What follows belongs to an exercise in optimizing a design on an open flow for small area; a production flow would make more cautious choices. Where RTL was checked, it was by simulation tests only, not by an equivalence proof against the original. Power figures rest on the tool's default switching activity, not on a simulated workload.

the previous run:
==> flow/design.v <==
`timescale 1ns / 1ps
module uart (
    input        clk,
    input        reset,
    input        br_tick,
    input        ph2,
    output       tx,
    output [7:0] rx_data,
    output       rx_done,
    input        rx
);
    localparam R_IDLE = 8'h14, R_START = 8'h78;
    reg [7:0] p;
    reg [7:0] rd;
    wire [3:0] pb = p[7:4];
    wire r_wait = (pb == 4'd1);            
    assign rx_done = r_wait & ~p[2];
    assign rx_data = rd;
    always @(posedge clk, posedge reset) begin
        if (reset) p <= R_IDLE;
        else if (r_wait) p <= rx ? R_IDLE : R_START;
        else if (br_tick) p <= p + 8'd1;
    end
    always @(posedge clk) begin
        if (br_tick & pb[3] & (p[3:0] == 4'hf)) rd <= {rx, rd[7:1]};
    end
    localparam T_IDLE = 8'h11, T_START = 8'h70;
    reg [7:0] q;
    reg [7:0] td;
    reg       z;
    wire [3:0] qb = q[7:4];
    wire t_idle = (qb == 4'd1) & q[0];
    wire t_load = t_idle & rx_done;
    always @(posedge clk, posedge reset) begin
        if (reset) q <= T_IDLE;
        else if (t_idle) begin
            if (rx_done) q <= T_START;
        end else if (br_tick) q <= q + 8'd1;
    end
    always @(posedge clk) begin
        if (t_load) begin
            td <= rd;
            z  <= ~rx;
        end
    end
    assign tx = (qb == 4'd7) ? (ph2 & (q[3:0] == 4'd0)) : qb[3] ? (td[qb[2:0]] & ~z) : 1'b1;
endmodule
`timescale 1ns / 1ps
module top_counter_up_down (
    input        clk,
    input        reset,
    output [3:0] fndCom,
    output [7:0] fndFont,
    output       tx,
    input        rx
);
    wire        br_tick, scan_tick, ph2;
    wire [7:0]  rx_data;
    wire        rx_done;
    wire        en, clear_cmd, mode;
    wire [15:0] bcd;
    tick_gen U_TickGen (
        .clk      (clk),
        .reset    (reset),
        .br_tick  (br_tick),
        .scan_tick(scan_tick),
        .ph2      (ph2)
    );
    uart U_uart (
        .clk    (clk),
        .reset  (reset),
        .br_tick(br_tick),
        .ph2    (ph2),
        .tx     (tx),
        .rx_data(rx_data),
        .rx_done(rx_done),
        .rx     (rx)
    );
    control_unit U_ControlUnit (
        .clk    (clk),
        .reset  (reset),
        .rx_data(rx_data),
        .rx_done(rx_done),
        .en       (en),
        .clear_cmd(clear_cmd),
        .mode     (mode)
    );
    counter_bcd U_Counter (
        .clk  (clk),
        .reset(reset),
        .en       (en),
        .clear_cmd(clear_cmd),
        .mode     (mode),
        .bcd  (bcd)
    );
    fndController U_FndController (
        .clk      (clk),
        .reset    (reset),
        .scan_tick(scan_tick),
        .bcd      (bcd),
        .fndCom   (fndCom),
        .fndFont  (fndFont)
    );
endmodule
module control_unit (
    input            clk,
    input            reset,
    input      [7:0] rx_data,
    input            rx_done,
    output reg       en,
    output           clear_cmd,
    output reg       mode
);
    wire hi   = (rx_data[7:6] == 2'b01);
    wire is_r = hi && (rx_data[4:0] == 5'b10010);
    wire is_c = hi && (rx_data[4:0] == 5'b00011);
    wire is_m = hi && (rx_data[4:0] == 5'b01101);
    assign clear_cmd = rx_done & is_c & ~en;
    always @(posedge clk, posedge reset) begin
        if (reset) begin
            en   <= 1'b0;
            mode <= 1'b0;
        end else begin
            if (rx_done && is_m) mode <= ~mode;
            if (rx_done && is_r) en <= ~en;
        end
    end
endmodule
module counter_bcd (
    input             clk,
    input             reset,
    input             en,
    input             clear_cmd,
    input             mode,
    output reg [15:0] bcd
);
    reg [4:0] div;
    wire tick  = &div;
    wire clear = (div == 5'd0);
    always @(posedge clk, posedge reset) begin
        if (reset) begin
            div <= 5'd6;
        end else if (clear) begin
            div <= 5'd6;
        end else if (clear_cmd) begin
            div <= 5'd0;
        end else if (en) begin
            div <= (div + 5'd1) | {2'b00, {3{tick}}};
        end
    end
    wire step = en & tick;
    wire [3:0] t0, t1, t2, t3;
    wire c1, c2, c3, c4;
    bcd_digit_t U_D0 (.d(bcd[3:0]),   .dn(mode), .ci(step), .t(t0), .co(c1));
    bcd_digit_t U_D1 (.d(bcd[7:4]),   .dn(mode), .ci(c1),   .t(t1), .co(c2));
    bcd_digit_t U_D2 (.d(bcd[11:8]),  .dn(mode), .ci(c2),   .t(t2), .co(c3));
    bcd_digit_t U_D3 (.d(bcd[15:12]), .dn(mode), .ci(c3),   .t(t3), .co(c4));
    always @(posedge clk, posedge reset) begin
        if (reset) begin
            bcd <= 16'd0;
        end else if (clear) begin
            bcd <= 16'd0;
        end else begin
            bcd <= bcd ^ {t3, t2, t1, t0};
        end
    end
endmodule
module bcd_digit_t (
    input  [3:0] d,
    input        dn,
    input        ci,
    output [3:0] t,
    output       co
);
    wire [2:0] e = d[2:0] ^ {3{dn}};
    wire term = dn ? ~(d[3] | d[2] | d[1] | d[0]) : (d[3] & d[0]);
    assign co   = ci & term;
    assign t[0] = ci;
    assign t[1] = ci & e[0] & ~term;
    assign t[2] = ci & e[0] & e[1] & ~term;
    assign t[3] = ci & ((e[0] & e[1] & e[2]) | term);
endmodule
`timescale 1ns / 1ps
module tick_gen (
    input  clk,
    input  reset,
    output br_tick,
    output scan_tick,
    output ph2
);
    reg [3:0] c;
    always @(posedge clk, posedge reset) begin
        if (reset) c <= 4'd15;
        else if (c == 4'd9) c <= 4'd0;
        else if (c == 4'd15) c <= 4'd1;
        else c <= c + 4'd1;
    end
    assign scan_tick = (c == 4'd0);
    assign br_tick   = (c == 4'd0) | (c == 4'd5);
    assign ph2       = (c == 4'd2) | (c == 4'd7);
endmodule
module fndController (
    input         clk,
    input         reset,
    input         scan_tick,
    input  [15:0] bcd,
    output [ 3:0] fndCom,
    output [ 7:0] fndFont
);
    reg [1:0] sel;
    always @(posedge clk, posedge reset) begin
        if (reset) sel <= 2'd0;
        else if (scan_tick) sel <= sel + 2'd1;
    end
    assign fndCom = ~(4'b0001 << sel);
    reg [3:0] dig;
    always @(*) begin
        case (sel)
            2'd0: dig = bcd[3:0];
            2'd1: dig = bcd[7:4];
            2'd2: dig = bcd[11:8];
            default: dig = bcd[15:12];
        endcase
    end
    wire w = dig[3], x = dig[2], y = dig[1], z = dig[0];
    wire a_off = (~w & ~x & ~y & z) | (x & ~y & ~z);
    wire b_off = x & (y ^ z);
    wire c_off = ~x & y & ~z;
    wire d_off = a_off | (x & y & z);
    wire e_off = z | (x & ~y);
    wire f_off = (y & z) | (~w & ~x & (y | z));
    wire g_off = (~w & ~x & ~y) | (x & y & z);
    wire ones_lt5 = ~bcd[3] & ~(bcd[2] & (bcd[1] | bcd[0]));
    wire dp = ~((sel == 2'd1) & ones_lt5);
    assign fndFont = {dp, g_off, f_off, e_off, d_off, c_off, b_off, a_off};
endmodule
clock: 90.0 ns
lec_check: 0
abc_area: 1
cap_margin: 20
core_margin: 2
core_utilization: 70
slew_margin: 20
run.sh (not shown) runs the stock make flow with config.mk's settings and CLKGATE_MAP_FILE= SYNTH_SCRIPT=/design/flow/synth_recipe.tcl, a recipe that flattens the netlist after the stock synthesis.
Setup changes, the previous run to the current run
-- flow/design.v --
<<< the previous run, line 213
        else if (scan_tick) sel <= sel + 2'd1;
    end
    assign fndCom = ~(4'b0001 << sel);
    reg [3:0] dig;
    always @(*) begin
        case (sel)
            2'd0: dig = bcd[3:0];
            2'd1: dig = bcd[7:4];
            2'd2: dig = bcd[11:8];
            default: dig = bcd[15:12];
        endcase
    end
    wire w = dig[3], x = dig[2], y = dig[1], z = dig[0];
    wire a_off = (~w & ~x & ~y & z) | (x & ~y & ~z);
>>> the current run, line 213
        else if (scan_tick) sel <= sel + 2'd1;
    end
    wire [3:0] on = 4'b0001 << sel;
    assign fndCom = ~on;
    wire [3:0] dig = ({4{on[0]}} & bcd[3:0]) | ({4{on[1]}} & bcd[7:4]) |
                     ({4{on[2]}} & bcd[11:8]) | ({4{on[3]}} & bcd[15:12]);
    wire w = dig[3], x = dig[2], y = dig[1], z = dig[0];
    wire a_off = (~w & ~x & ~y & z) | (x & ~y & ~z);
Notes after the runs:
The current run went all the way through the flow, and no timing, DRC or antenna check failed. The previous run: all stages complete, timing, DRC and antenna checks passed. Diff the previous run -> the current run | distinct cell type count of the synthesized netlist | up by a few percent. Between the current run and the previous run, the final critical delay including setup and external delays is higher for the previous run. Looking at the current run and the previous run, the part of the cycle the worst path needs is a wash. Relative to the previous run, the design area of the current run is lower by 45 um2. Run comparison: the previous run worst setup path startpoint U_FndController.sel[0]; the current run worst setup path startpoint U_FndController.sel[1]. The current run ends up with a growth of design area from synthesis to finish that is 0.60 points lower than in the previous run. In the reports for the current run and the previous run, the smaller reg-to-reg setup timing slack belongs to the current run. Across both runs, total power was lower for the current run than for the previous run. Taking the previous run as the reference, in the current run post-route worst setup slack saw an increase; cell count saw a decrease; global routing usage summed across all routing layers saw a decrease.
Function not checked in the previous run: the RTL went through the layout flow alone.

-- what the ideal ports hide --
How much do the figures lean on ideal ports? The routed layouts below were timed once more, with nothing changed but the port constraints. Step 1 assumes that a clkbuf_16 drives the clock port and a buf_2 every other input. Step 2 moves the port delays by t, midway between the first and last clock arrival at a register: inputs arrive t later, outputs are due t later. That takes back most of the time a late clock gives input paths. Slacks: no drivers / after step 1 / after step 2; pairs: no drivers / after step 1.
| run | shift t [ns] | setup WS [ns] | hold WS [ns] | worst register clock-pin slew, ns | worst slew at a driven data input, ns |
|---|---|---|---|---|---|
| the previous run | 0.369 | 69.282 / 69.257 / 69.627 | 0.465 / 0.465 / 0.465 | 0.08 / 0.08 | 0.03 |
| the current run | 0.376 | 69.376 / 69.346 / 69.722 | 0.471 / 0.471 / 0.471 | 0.09 / 0.09 | 0.03 |
After both steps setup and hold are still met in every run listed.
